Context: an optimization exercise on an open-source flow, tuned for small area and a short achievable clock period. The choices shown serve that exercise and are no tape-out recipe. The RTL was checked by simulation tests, not by an equivalence proof against the original design.

==> flow/design.v (outline; a module is shown in full before it is edited, if it fits) <==
// module FA: 4 lines
// module AO: 3 lines
// module BS: 5 lines
// module KN: 3 lines
// module KR: 3 lines
// module KX: 3 lines
// module KXN: 3 lines
// module KIV: 3 lines
// module KGA: 3 lines
// module KGB: 3 lines
// module PE_cs_00: 3509 lines
// module PE_cs_01: 3509 lines
// module PE_cs_10: 3509 lines
// module PE_cs_11: 3509 lines
// module Systolic_Array: 48 lines
module Systolic_Array(IP_Left0, IP_Left4, IP_Left8, IP_Left12,
    IP_Up0, IP_Up1, IP_Up2, IP_Up3, Result0,
    Result1, Result2, Result3, Result4, Result5, Result6, Result7,
    Result8, Result9, Result10, Result11, Result12, Result13, Result14, Result15,
    Clk, Reset, Done);
  // ...
==> flow/flow/run.sh <==
#!/bin/bash
# Standard layout, with the port buffers that buffer_ports inserts made
# sky130_fd_sc_hd__buf_4 instead of its default choice.
set -o pipefail
export BUFFER_PORTS_ARGS="-buffer_cell sky130_fd_sc_hd__buf_4"
bash standard.sh 2>&1 | tee standard.log
==> flow/standard.sh <==
#!/bin/bash
# synth_recipe.tcl (not shown) runs the flow's synth.tcl, then flattens the netlist and writes it again
# the make line also repeats each setting of config.mk as NAME=value (left out here)
make -C /OpenROAD-flow-scripts/flow DESIGN_CONFIG=/design/flow/config.mk WORK_HOME=/design/flow/orfs CLKGATE_MAP_FILE= SYNTH_SCRIPT=/design/flow/synth_recipe.tcl "${@:-finish}"
==> flow/config.mk <==
export PLATFORM = sky130hd
export DESIGN_NAME = Systolic_Array
export DESIGN_NICKNAME = Systolic_Array
export VERILOG_FILES = /design/flow/design.v
export SDC_FILE = /design/flow/constraint.sdc
export NUM_CORES = 8
export LEC_CHECK = 0
export CAP_MARGIN = 20
export CORE_MARGIN = 2
export CORE_UTILIZATION = 40
export SLEW_MARGIN = 20
export SYNTH_HIERARCHICAL = 1
==> flow/constraint.sdc <==
create_clock -name core_clock -period 14.0 [get_ports {Clk}]
set_input_delay 2.8000 -clock core_clock [delete_from_list [all_inputs] [get_ports {Clk}]]
set_output_delay 2.8000 -clock core_clock [all_outputs]
set_load 0.01 [all_outputs]
==> impl_metrics.env, run 1 <==
export IMPL_status="complete, no violations"
export IMPL_place_gp_congestion=0.989
export IMPL_clockBufferDepth=5
export IMPL_r2r_end="P2.rc[41]"
export IMPL_initial_core_util_pct=40.1
export IMPL_clock_latency_ns=1.19
export IMPL_crit_fanout=5
export IMPL_slew_headroom_pct=11.5
export IMPL_worstSetupEndpoint="Result6[25]"
export IMPL_fmax_mhz=127
export IMPL_slowest_stage="xor2_1"
export IMPL_hold_viol_final=0
export IMPL_hpwl_um=1460000
export IMPL_dpl_cell_area_mm2=0.510
export IMPL_finalSetupTns_ns=0
export IMPL_criticalPathCategory="register to primary output"
export IMPL_cp_required_ns=11.20
export IMPL_wl_met2_um=940000
export IMPL_n_all_inverters=1223
export IMPL_min_path_type="register to register"
export IMPL_cts_resized=0
export IMPL_fillers=109000
export IMPL_rsz0062_at_grt="no"
export IMPL_synthToLayoutAreaGrowth_pct=11.2
export IMPL_hold_ws_ns=0.390
export IMPL_wl_met3_um=311000
export IMPL_cp_start_kind="register"
export IMPL_highest_layer="met5"
export IMPL_worst_path_buf_inv=3
export IMPL_numCtsBuffers=389
==> run 2, diff against run 1 <==
==> flow/run.sh (new file) <==
#!/bin/bash
# synth_recipe.tcl (not shown) runs the flow's synth.tcl, then flattens the netlist and writes it again
# the make line also repeats each setting of config.mk as NAME=value (left out here)
make -C /OpenROAD-flow-scripts/flow DESIGN_CONFIG=/design/flow/config.mk WORK_HOME=/design/flow/orfs CLKGATE_MAP_FILE= SYNTH_SCRIPT=/design/flow/synth_recipe.tcl finish
removed: flow/flow/run.sh
removed: flow/standard.sh
==> run 2 against run 1 <==
Routed wire length decreased by 0.70%. Synthesized cell count unchanged. Sequential cell count unchanged. Highest routed layer unchanged. Cell count increased by 0.29%. Global-route usage decreased by 0.23 points.
==> impl_metrics.env, run 2 <==
export IMPL_slowest_delay_ns=0.81
export IMPL_portBuffers=1282
export IMPL_hold_depth=0
export IMPL_clkTransAtPathRegs_ns=0.07
export IMPL_initial_core_util_pct=40.1
export IMPL_finalWorstPathRequiredPeriod_ns=8.62
export IMPL_rows=398
export IMPL_place_gp_congestion=0.983
export IMPL_layout_common_cells="xor2_1 (10100), fa_1 (8544), a22o_1 (8448), dfrtp_1 (2305), nor2_1 (2145)"
export IMPL_cts_sinks=2661
export IMPL_numCtsBuffers=384
export IMPL_final_common_cell="xor2_1"
export IMPL_grt_max_degree=126
export IMPL_grt_usage_pct=36.6
export IMPL_cts_resized=0
export IMPL_drt_total_wl_um=2200000
export IMPL_fin_crit_sh_pct=61.6
export IMPL_synth_area_mm2=0.471
export IMPL_drv_slew=0
export IMPL_drt_vias_per_instance=6.46
export IMPL_synth_warnings=11
export IMPL_worst_clock_skew_ns=0.0964
export IMPL_clockBufferDepth=5
export IMPL_status="complete, no violations"
export IMPL_end_kind="primary output"
export IMPL_path_common_cell="nor2_1"
export IMPL_worstMarginPinSlew_ns=1.28
export IMPL_cts_root_buffer="clkbuf_16"
export IMPL_crit_chain="nor2_1 -> nor2_1 -> nand2_1 -> nor2_1 -> nand2_1 -> o21ai_1 -> inv_1 -> o21ai_1 -> xor2_1 -> clkdlybuf4s50_1"
export IMPL_synthToLayoutAreaGrowth_pct=12.0
export IMPL_seqCellArea_mm2=0.0672
export IMPL_hold_viol_final=0
export IMPL_synth_avg_cell_area_um2=11.3
export IMPL_fmax_mhz=116
export IMPL_r2r_slack_ns=6.49
export IMPL_maxCapViolations=0
export IMPL_drive_above_1_share_pct=9.63
export IMPL_die_w_um=1090
export IMPL_final_setup_viol_count=0
export IMPL_die_area_mm2=1.19
export IMPL_fillers=108000
export IMPL_r2r_end="P12.rc[41]"
export IMPL_criticalPathCategory="register to primary output"
export IMPL_slowest_stage="o21ai_1"
export IMPL_vias=393000
export IMPL_core_mm2=1.17
export IMPL_drc=0
export IMPL_multi_input_area_mm2=0.400
export IMPL_cp_start_kind="register"
export IMPL_antenna_found_initial=142
export IMPL_htree_levels=5
export IMPL_hpwl_um=1450000
export IMPL_cp_required_ns=11.20
export IMPL_slew_headroom_pct=13.8
export IMPL_dr_pass1_iters=10
export IMPL_finalSetupTns_ns=0
export IMPL_rsz0062_at_grt="no"
export IMPL_rr_worst_depth=24
export IMPL_worstPathArrival_ns=5.82
export IMPL_cts_hold_buf=0
export IMPL_grt_ovfl_total=0
export IMPL_cts_tree="done"
export IMPL_final_antenna_net_count=0
export IMPL_rr_startpoint="P12.rs[0]"
export IMPL_grt_pass1_vias=428000
export IMPL_hp_start="P13.right_o[13]"
export IMPL_wire_per_inst_um=36.3
export IMPL_synthCells=41800
export IMPL_io_pins=1283
export IMPL_grt_first_pass_wirelength_um=3140000
export IMPL_crit_fanout=3
export IMPL_drt_iter0_markers=46900
export IMPL_fin_nets=54400
export IMPL_holdPathEnd="P14.right_o[13]"
export IMPL_clock_latency_ns=1.19
export IMPL_min_path_type="register to register"
export IMPL_die_y_um=1090
export IMPL_postCtsSetupRepairBufs=0
## run 2: final cells by class
class | instances | area share [%]
Tap cell | 15600 | 3.70
Clock inverter | 205 | 0.508
Antenna cell | 59 | 0.0280
Inverter | 1223 | 0.890
Multi-Input combinational cell | 37800 | 75.9
Clock buffer | 500 | 2.04
Sequential cell | 2661 | 12.7
Timing Repair Buffer | 2689 | 4.25
## run 2: metal layers
layer | wire length [um] | vias up | GRT usage (%)
li1 | - | 150000 | -
met1 | 749000 | 200000 | 42.6
met2 | 929000 | 32300 | 53.8
met3 | 310000 | 10100 | 14.8
met4 | 213000 | 144 | 28.1
met5 | 2220 | - | 0.585
## run 2: worst max-delay path: cells and delay by family, from the launching register on
kind | cells | cell delay [ns]
AOI/OAI and AO/OA | 2 | 1.01
buffers and inverters | 2 | 0.79
DFF | 1 | 0.50
and+or+nand+nor | 5 | 1.64
xor gates and xnor gates | 1 | 0.74
## run 2: worst max-delay path by stage
stage / end / cells after the start / slack [ns] / start
after detailed placement: P0.rs[34] / 14 / 5.24 / IP_Up0[1]
after global placement: P0.rs[34] / 14 / 5.19 / IP_Up0[1]
final: Result0[27] / 10 / 5.38 / P0.rs[25]
after global routing: Result0[59] / 10 / 5.25 / P0.rs[25]
after CTS: Result0[59] / 10 / 5.35 / P0.rs[25]
after floorplan: P0.rs[34] / 12 / 5.37 / IP_Up0[2]
## run 2: per-stage QoR
| stage | cell area [um^2] | hold slack (ns) | worst slack [ns] | cells | util [%] |
|---|---|---|---|---|---|
| detailed placement | 513000 | 0.413 | 5.24 | 60000 | 43.7 |
| global route | 527000 | 0.443 | 5.25 | 60700 | 44.9 |
| global placement | 513000 | 0.428 | 5.19 | 60000 | 43.7 |
| finish | 527000 | 0.429 | 5.38 | 60800 | 44.9 |
| CTS | 527000 | 0.429 | 5.35 | 60700 | 44.9 |
| floorplan | 474000 | 0.403 | 5.37 | 42800 | - |

## afterwards: timing with drivers on the ports
In the flow no input, the clock included, has a driving cell. The finished layouts below were timed again as built, in two steps.
Step 1 sets driving cells, clkbuf_16 on the clock port and buf_2 on the other inputs (assumed; they add their load-dependent delay and slew).
Step 2 also shifts input and output timing later by t, the mid clock arrival at the registers, as if the neighbouring blocks saw the same clock.
a / b / c = ideal / step 1 / step 2; a / b = the first two.
run	t (ns)	setup WS [ns]	latest minus earliest clock arrival (ns)	slew at the worst register clock pin (ns)
run 1	1.308	6.155 / 5.977 / 5.352	0.137 / 0.137	0.08 / 0.08
run 2	1.325	5.376 / 5.190 / 5.198	0.099 / 0.099	0.07 / 0.07
After both steps setup and hold are still met in every run listed. For run 1, which loses most, drivers alone change the setup slack by -0.178 ns; drivers and shift together by -0.803 ns.
